What follows belongs to an exercise in optimizing a design on an open flow for small area, a short achievable clock period and few clock cycles per item; a production flow would make more cautious choices. The RTL was checked by simulation tests, not by an equivalence proof against the original design. Power figures rest on the tool's default switching activity, not on a simulated workload.

Setup of v6:
## cache_controller
module cache_controller (
    input clock,
    input reset,
    input read,
    input write,
    input [7:0] address,
    input [7:0] writedata,
    input mem_BUSY,
    input [31:0] mem_readdata,
    output reg [7:0] readdata,
    output reg mem_read, mem_write,
    output reg BUSY,
    output reg [5:0] mem_address,
    output reg [31:0] mem_writedata
);
==> flow/config.mk <==
export PLATFORM = sky130hd
export DESIGN_NAME = cache_controller
export DESIGN_NICKNAME = cache_controller
export VERILOG_FILES = /design/flow/design.v
export SDC_FILE = /design/flow/constraint.sdc
export NUM_CORES = 4
export LEC_CHECK = 0
export CAP_MARGIN = 20
export CORE_MARGIN = 2
export CORE_UTILIZATION = 60
export CTS_BUF_LIST = sky130_fd_sc_hd__clkbuf_8
export CTS_CLUSTER_DIAMETER = 50
export CTS_CLUSTER_SIZE = 15
export PLACE_DENSITY = 0.75
export SETUP_SLACK_MARGIN = 3.72
export SLEW_MARGIN = 20
==> flow/constraint.sdc <==
create_clock -name core_clock -period 6.0 [get_ports {clock}]
set_input_delay 1.2000 -clock core_clock [delete_from_list [all_inputs] [get_ports {clock}]]
set_output_delay 1.2000 -clock core_clock [all_outputs]
set_load 0.01 [all_outputs]
standard.sh (not shown) runs the stock make flow with config.mk's settings and CLKGATE_MAP_FILE= SYNTH_SCRIPT=/design/flow/synth_recipe.tcl, a recipe that flattens the netlist after the stock synthesis.
==> flow/flow/run.sh <==
#!/bin/bash
# Standard layout, with the ports buffered by a small plain buffer instead of
# the delay cell buffer_ports picks by default.
cp standard.sh standard_sh_copy.log
export BUFFER_PORTS_ARGS="-buffer_cell sky130_fd_sc_hd__buf_2"
bash standard.sh > standard.log 2>&1
Testbench counts of v6, summed over its fixed seeds: cycles 16,144, requests 4,800.
--- input diff v6..v7 ---
# v6
export LEC_CHECK = 0
export CAP_MARGIN = 20
export CORE_MARGIN = 2
export CORE_UTILIZATION = 60
export CTS_BUF_LIST = sky130_fd_sc_hd__clkbuf_8
export CTS_CLUSTER_DIAMETER = 50
export CTS_CLUSTER_SIZE = 15
export PLACE_DENSITY = 0.75
export SETUP_SLACK_MARGIN = 3.72
export SLEW_MARGIN = 20
create_clock -name core_clock -period 6.0 [get_ports {clock}]
# v7
export LEC_CHECK = 0
export CAP_MARGIN = 20
export CORE_MARGIN = 2
export CORE_UTILIZATION = 60
export CTS_BUF_LIST = sky130_fd_sc_hd__clkbuf_8
export CTS_CLUSTER_DIAMETER = 50
export CTS_CLUSTER_SIZE = 15
export PLACE_DENSITY = 0.75
export SETUP_SLACK_MARGIN = 3.75
export SLEW_MARGIN = 20
create_clock -name core_clock -period 6.0 [get_ports {clock}]
==> flow/flow/run.sh <==
#!/bin/bash
# Standard layout, with the ports buffered by the smallest plain buffer instead of
# the delay cell buffer_ports picks by default.
cp standard.sh standard_sh_copy.log
export BUFFER_PORTS_ARGS="-buffer_cell sky130_fd_sc_hd__buf_1"
bash standard.sh > standard.log 2>&1
--- outcome ---
As far as area after synthesis goes, v7 and v6 are indistinguishable; the numbers are identical.
Delta (v7 minus v6): final hold slack saw a decrease, total of clock buffers placed in the layout went down 4.
Compared with v6, in v7 amount of wire on met3 after detailed routing rose by about 3%, cell area after placement shows a reduction of about 0.8%.
Looking at part of the power in combinational logic, v7 sits 0.2 points above v6.
On global-route wire length before repair, the lower figure sits with v6, not v7.
From v7 to v6, maximum clock path buffer count did not move at all.
Compared with v6, v7 shows a lower part of the cycle the worst path needs.
Against v6, v7 comes in 17 ps higher on minimum setup slack in the final design.

========
Setup of run A:
Starting RTL as in the previous note.
## cache_controller
module cache_controller (
    input clock,
    input reset,
    input read,
    input write,
    input [7:0] address,
    input [7:0] writedata,
    input mem_BUSY,
    input [31:0] mem_readdata,
    output reg [7:0] readdata,
    output reg mem_read, mem_write,
    output reg BUSY,
    output reg [5:0] mem_address,
    output reg [31:0] mem_writedata
);
clock: 6.0 ns
lec_check: 0
cap_margin: 40
core_margin: 2
core_utilization: 60
cts_buf_list: sky130_fd_sc_hd__clkbuf_8
cts_cluster_diameter: 50
cts_cluster_size: 15
place_density: 0.75
setup_slack_margin: 3.65
slew_margin: 60
==> flow/flow/run.sh <==
#!/bin/bash
# Standard layout, with the ports buffered by the smallest plain buffer instead of
# the delay cell buffer_ports picks by default.
cp standard.sh standard_sh_copy.log
export BUFFER_PORTS_ARGS="-buffer_cell sky130_fd_sc_hd__buf_1"
bash standard.sh > standard.log 2>&1
Testbench counts of run A, summed over its fixed seeds: cycles 16,144, requests 4,800.
The inputs of run B differ from those of run A as listed below.
Settings: CORE_UTILIZATION now 70, was 60; CAP_MARGIN now 20, was 40; PLACE_DENSITY now 0.85, was 0.75; SLEW_MARGIN now 20, was 60.
==> flow/flow/run.sh <==
#!/bin/bash
# Standard layout, with the ports buffered by a small plain buffer instead of
# the delay cell buffer_ports picks by default.
cp standard.sh standard_sh_copy.log
export BUFFER_PORTS_ARGS="-buffer_cell sky130_fd_sc_hd__buf_2"
bash standard.sh > standard.log 2>&1
Notes after the runs:
The cell with the largest stage delay on the worst path comes out dfxtp_1 in one run and mux4_2 in the other, namely in run A and run B respectively.
Run B: die boundary height is about 7% lower than what run A reported.
Compared with run A, run B shows static leakage that has gone up by a few percent.
The run showing the greater routed wire length is run A.
Relative slew slack delta for run B relative to run A: 31 points lower
Delta(area added between synthesis and finish, run B - run A) < 0
The final reports for run B and run A show sequential cell fraction of total power higher in the former.
The core of run B is more densely filled than that of run A.
Changes observed in run B relative to run A: distinct cell type count of the synthesized netlist closely matched the old numbers, post-detailed-route via-to-cell ratio increased by about 4% relative to the old numbers, final area decreased by about 2% relative to the old numbers.
--- input diff run B..run C ---
Settings: GPL_ROUTABILITY_DRIVEN: unset -> 0; CORE_UTILIZATION: 70 -> 60; PLACE_DENSITY: 0.85 -> 0.75.
==> flow/flow/run.sh <==
#!/bin/bash
# Standard layout, with the ports buffered by the smallest plain buffer instead of
# the delay cell buffer_ports picks by default.
cp standard.sh standard_sh_copy.log
export BUFFER_PORTS_ARGS="-buffer_cell sky130_fd_sc_hd__buf_1"
bash standard.sh > standard.log 2>&1
[summary]
- The non-clock buffer instance count of the final layout of run C exceeds that of run B by 1.
- | clock group share of total power | lower: run B |
- Per the comparison of run C with run B, xor/xnor share of the synthesized area neither gained nor lost much, share of the core filled with cells saw a decrease.
- Looking at slack of the critical path across both flows, run C is the stronger of the two, with run B trailing.
- Cmp run B and run C / detailed-route wire length / lower: run B
- Run C vs run B: design area up
- Final hold slack essentially unchanged between run C and run B.
#### Input delta (run D over run C)
Settings: changing SETUP_SLACK_MARGIN from 3.65 to 3.8; removing GPL_ROUTABILITY_DRIVEN (formerly 0).
==> flow/flow/run.sh <==
#!/bin/bash
# Standard layout, with the ports buffered by a small plain buffer instead of
# the delay cell buffer_ports picks by default.
cp standard.sh standard_sh_copy.log
export BUFFER_PORTS_ARGS="-buffer_cell sky130_fd_sc_hd__buf_2"
bash standard.sh > standard.log 2>&1
==> run summary <==
Comparing proportion of power drawn by combinational gates for run C and run D, the bigger number came from run D.
Run C leaves less setup margin than run D.
Multi-input gate share of the layout cell area was lower in run D than in run C.
Changes in run E relative to run D:
Settings: SETUP_SLACK_MARGIN changed from 3.8 to 3.65.
==> flow/flow/run.sh <==
#!/bin/bash
# Standard layout, with the ports buffered by the smallest plain buffer instead of
# the delay cell buffer_ports picks by default.
cp standard.sh standard_sh_copy.log
export BUFFER_PORTS_ARGS="-buffer_cell sky130_fd_sc_hd__buf_1"
bash standard.sh > standard.log 2>&1
## What came out
Run E ran to completion and came out clean on the timing, DRC and antenna checks. Comparing run D and run E, the lower clock share of power is on run D. On fraction of standard cell area that is sequential, the higher figure sits with run E, not run D. Final worst slack is higher on run D. STATUS design area: run E wins against run D. Min pin slew with the least headroom to its limit across run D and run E: run D. [run E] switching power total fell 0.000062 W relative to run D. Run E ends up with a utilization of the core after routing that is 3.2 points lower than in run D. Power shrinks slightly when moving from run D to run E. When the final numbers for run D and run E were put side by side, the total of plain and repair buffers excluding clock buffers turned out to be greater in run D. Going from run D to run E, final-layout fill cell count climbed about 9%; via count down about 1.1%.

========
The RTL this note starts from:
==> flow/design.v <==
`timescale 1ns/100ps
module cache_controller (
    input clock,
    input reset,
    input read,
    input write,
    input [7:0] address,
    input [7:0] writedata,
    input mem_BUSY,
    input [31:0] mem_readdata,
    output reg [7:0] readdata,
    output reg mem_read, mem_write,
    output reg BUSY,
    output reg [5:0] mem_address,
    output reg [31:0] mem_writedata
);
    reg        cache_VALID [7:0];
    reg        cache_DIRTY [7:0];
    reg [2:0]  cache_TAG   [7:0];
    reg [31:0] cache_DATA  [7:0];
    integer i;
    wire [2:0] idx = address[4:2];
    wire       req = read | write;
    wire [3:0] byte_oh = 4'd1 << address[1:0];
    wire [8*5-1:0] ctl_lines;
    wire [8*8-1:0] data_lines [0:3];
    genvar g, h;
    generate
        for (g = 0; g < 8; g = g + 1) begin : g_line
            assign ctl_lines[5*g +: 5] = {cache_VALID[g], cache_DIRTY[g], cache_TAG[g]};
            for (h = 0; h < 4; h = h + 1) begin : g_lane
                assign data_lines[h][8*g +: 8] = cache_DATA[g][8*h +: 8];
            end
        end
    endgenerate
    wire        VALID, DIRTY;
    wire [2:0]  TAG;
    wire [31:0] DATA;
    cache_lsel #(.W(5)) u_ctl (.idx(idx), .in(ctl_lines), .out({VALID, DIRTY, TAG}));
    generate
        for (h = 0; h < 4; h = h + 1) begin : g_lsel
            cache_lsel #(.W(8)) u_lane (.idx(idx), .in(data_lines[h]), .out(DATA[8*h +: 8]));
        end
    endgenerate
    wire        HIT   = VALID && (TAG == address[7:5]);
    reg st_rd, st_wb, done;
    wire idle = !(st_rd | st_wb | done);
    reg  [2:0] lidx;
    reg  [1:0] bsel;
    reg        wbyte;
    wire [7:0] rbyte;
    cache_sel #(.N(8), .W(8)) u_rbyte (.sel({byte_oh & {4{st_rd}}, byte_oh & {4{!st_rd}}}),
                                       .in({mem_readdata, DATA}), .out(rbyte));
    wire miss_clean = idle && req && !HIT && !DIRTY;
    wire miss_dirty = idle && req && !HIT && DIRTY;
    wire rd_next = miss_clean | (st_wb & !mem_BUSY) | (st_rd & mem_BUSY);
    wire wb_next = miss_dirty | (st_wb & mem_BUSY);
    always @(posedge clock or posedge reset) begin
        if (reset) begin
            st_rd <= 1'b0;
            st_wb <= 1'b0;
            done  <= 1'b0;
        end else begin
            st_rd <= rd_next;
            st_wb <= wb_next;
            done  <= (idle & req & HIT) | (st_rd & !mem_BUSY);
        end
    end
    always @(posedge clock) begin
        mem_read  <= !reset & rd_next;
        mem_write <= !reset & wb_next;
    end
    always @(posedge clock) begin
        BUSY <= st_rd ? mem_BUSY : !(idle & HIT);
        readdata <= rbyte;
        mem_writedata <= DATA;
        lidx <= idx;
        bsel <= address[1:0];
        wbyte <= write & ((idle & req & HIT) | (st_rd & !mem_BUSY));
        mem_address[2:0] <= idx;
        mem_address[5:3] <= ((idle & DIRTY) | (st_wb & mem_BUSY)) ? TAG : address[7:5];
    end
    always @(posedge clock) begin
        if (reset) begin
            for (i = 0; i < 8; i = i + 1) begin
                cache_VALID[i] <= 1'b0;
                cache_DIRTY[i] <= 1'b0;
            end
        end else if (st_rd) begin
            cache_VALID[lidx] <= 1'b1;
            cache_DIRTY[lidx] <= 1'b0;
            cache_TAG[lidx]   <= address[7:5];
        end else if (wbyte) begin
            cache_DIRTY[lidx] <= 1'b1;
        end
    end
    always @(posedge clock) begin
        if (st_rd) begin
            cache_DATA[lidx] <= mem_readdata;
        end else if (wbyte) begin
            case (bsel)
                2'd0: cache_DATA[lidx][7:0]   <= writedata;
                2'd1: cache_DATA[lidx][15:8]  <= writedata;
                2'd2: cache_DATA[lidx][23:16] <= writedata;
                default: cache_DATA[lidx][31:24] <= writedata;
            endcase
        end
    end
endmodule
module cache_sel #(parameter N = 8, parameter W = 32) (
    input  [N-1:0]   sel,
    input  [N*W-1:0] in,
    output reg [W-1:0] out
);
    integer k;
    always @(*) begin
        out = {W{1'b0}};
        for (k = 0; k < N; k = k + 1)
            out = out | ({W{sel[k]}} & in[W*k +: W]);
    end
endmodule
module cache_lsel #(parameter W = 8) (
    input  [2:0]     idx,
    input  [8*W-1:0] in,
    output [W-1:0]   out
);
    wire [7:0] oh = 8'd1 << idx;
    cache_sel #(.N(8), .W(W)) u_sel (.sel(oh), .in(in), .out(out));
endmodule
==> flow/config.mk <==
export PLATFORM = sky130hd
export DESIGN_NAME = cache_controller
export DESIGN_NICKNAME = cache_controller
export VERILOG_FILES = /design/flow/design.v
export SDC_FILE = /design/flow/constraint.sdc
export NUM_CORES = 4
export LEC_CHECK = 0
export CAP_MARGIN = 20
export CORE_MARGIN = 2
export CORE_UTILIZATION = 70
export CTS_BUF_LIST = sky130_fd_sc_hd__clkbuf_8
export CTS_CLUSTER_DIAMETER = 50
export CTS_CLUSTER_SIZE = 15
export PLACE_DENSITY = 0.85
export SETUP_SLACK_MARGIN = 3.65
export SLEW_MARGIN = 20
export SYNTH_HIERARCHICAL = 1
export SYNTH_MINIMUM_KEEP_SIZE = 0
==> flow/constraint.sdc <==
create_clock -name core_clock -period 6.0 [get_ports {clock}]
set_input_delay 1.2000 -clock core_clock [delete_from_list [all_inputs] [get_ports {clock}]]
set_output_delay 1.2000 -clock core_clock [all_outputs]
set_load 0.01 [all_outputs]
==> flow/flow/run.sh <==
#!/bin/bash
# Standard layout, with the ports buffered by the smallest plain buffer instead of
# the delay cell buffer_ports picks by default.
cp standard.sh standard_sh_copy.log
export BUFFER_PORTS_ARGS="-buffer_cell sky130_fd_sc_hd__buf_1"
bash standard.sh > standard.log 2>&1
Testbench counts at the start, summed over its fixed seeds: cycles 16,144, requests 4,800.
Then changed:
CAP_MARGIN = 40   (was 20)
CORE_UTILIZATION = 60   (was 70)
PLACE_DENSITY = 0.75   (was 0.85)
SLEW_MARGIN = 60   (was 20)
After rerunning: The changed run finished with timing, DRC and antenna clean. Wire length is lower by 3.0%. Via count is lower by about 3.4%. Utilization is lower by 9.7 points. Non-clock buffer count is higher by 17. Worst setup slack gains 140 ps. Power is higher by 3.3%. Final cell count is higher by 5.3%. Critical path depth stays the same. Design area is higher by about 2.4%. Global-route usage is lower by 4.6 points. Maximum frequency is higher by 5.9%.
Then changed:
==> flow/flow/run.sh (replaced) <==
#!/bin/bash
# Standard layout, with the ports buffered by a small plain buffer instead of
# the delay cell buffer_ports picks by default.
cp standard.sh standard_sh_copy.log
export BUFFER_PORTS_ARGS="-buffer_cell sky130_fd_sc_hd__buf_2"
bash standard.sh > standard.log 2>&1
CAP_MARGIN = 20   (was 40)
SETUP_SLACK_MARGIN = 3.7   (was 3.65)
SLEW_MARGIN = 20   (was 60)
The changed run went through all stages and came out clean.
Clock-buffer cell count increases by 2.
Sequential share of layout area increases by 1.4 points.
Worst hold slack barely changes.
Setup slack gets better by 67 ps.
Non-clock buffer count decreases by 33.
Clock skew increases by 5.9 ps.
Synthesized cell count stays the same.
First-iteration DRC count decreases by roughly a tenth.
Utilization decreases by 1.3 points.
Via count decreases by a few percent.
Then changed:
CORE_UTILIZATION = 50   (was 60)
PLACE_DENSITY = 0.7   (was 0.75)
SETUP_SLACK_MARGIN = 3.65   (was 3.7)
Critical path depth is unchanged.
Synthesized area stays the same.
Worst setup slack loses 50 ps.
Design area falls by 1.2%.
Wire length is about the same.
Sequential cell count stays the same.

[what the ideal ports hide]
No port has a modelled driver above. Below, the same layouts with a new extraction and two added sets of constraints.
Step 1: set_driving_cell puts a clkbuf_16 on clock and a buf_2 on each other input, an assumption about the parent block.
Step 2, shift: input delay + t, output delay - t, t = (earliest + latest rising clock arrival at the registers) / 2. This alone moves slack from input paths to output paths.
Three values: ideal ports, drivers, drivers and shift; two values: the first two.
| run | t (ns) | setup WS [ns] | worst setup path after step 2 | slew at the worst register clock pin (ns) | worst data-port slew with drivers (ns) |
|---|---|---|---|---|---|
| v6 | 0.633 | 3.692 / 3.434 / 2.802 | input to register | 0.10 / 0.10 | 0.35 |
| v7 | 0.629 | 3.709 / 3.473 / 2.844 | input to register | 0.11 / 0.11 | 0.27 |
| run A | 0.634 | 3.684 / 3.482 / 2.848 | input to register | 0.09 / 0.09 | 0.25 |
| run B | 0.625 | 3.647 / 3.450 / 2.825 | input to register | 0.10 / 0.10 | 0.27 |
| run C | 0.629 | 3.670 / 3.513 / 2.884 | input to register | 0.10 / 0.10 | 0.23 |
| run D | 0.631 | 3.704 / 3.384 / 2.753 | input to register | 0.10 / 0.10 | 0.47 |
| run E | 0.629 | 3.670 / 3.513 / 2.884 | input to register | 0.10 / 0.10 | 0.23 |
| the first run of note 3 | 0.621 | 3.482 / 3.403 / 2.783 | input to register | 0.11 / 0.11 | 0.19 |
| the second run of note 3 | 0.645 | 3.623 / 3.623 / 2.988 | input to register | 0.10 / 0.10 | 0.07 |
| the third run of note 3 | 0.639 | 3.690 / 3.623 / 2.984 | input to register | 0.10 / 0.10 | 0.24 |
| the fourth run of note 3 | 0.633 | 3.640 / 3.534 / 2.901 | input to register | 0.10 / 0.10 | 0.20 |
After both steps setup and hold are still met in every run listed. The setup slack of run D, which loses most, moves by -0.320 ns with the drivers and by -0.951 ns with both steps.
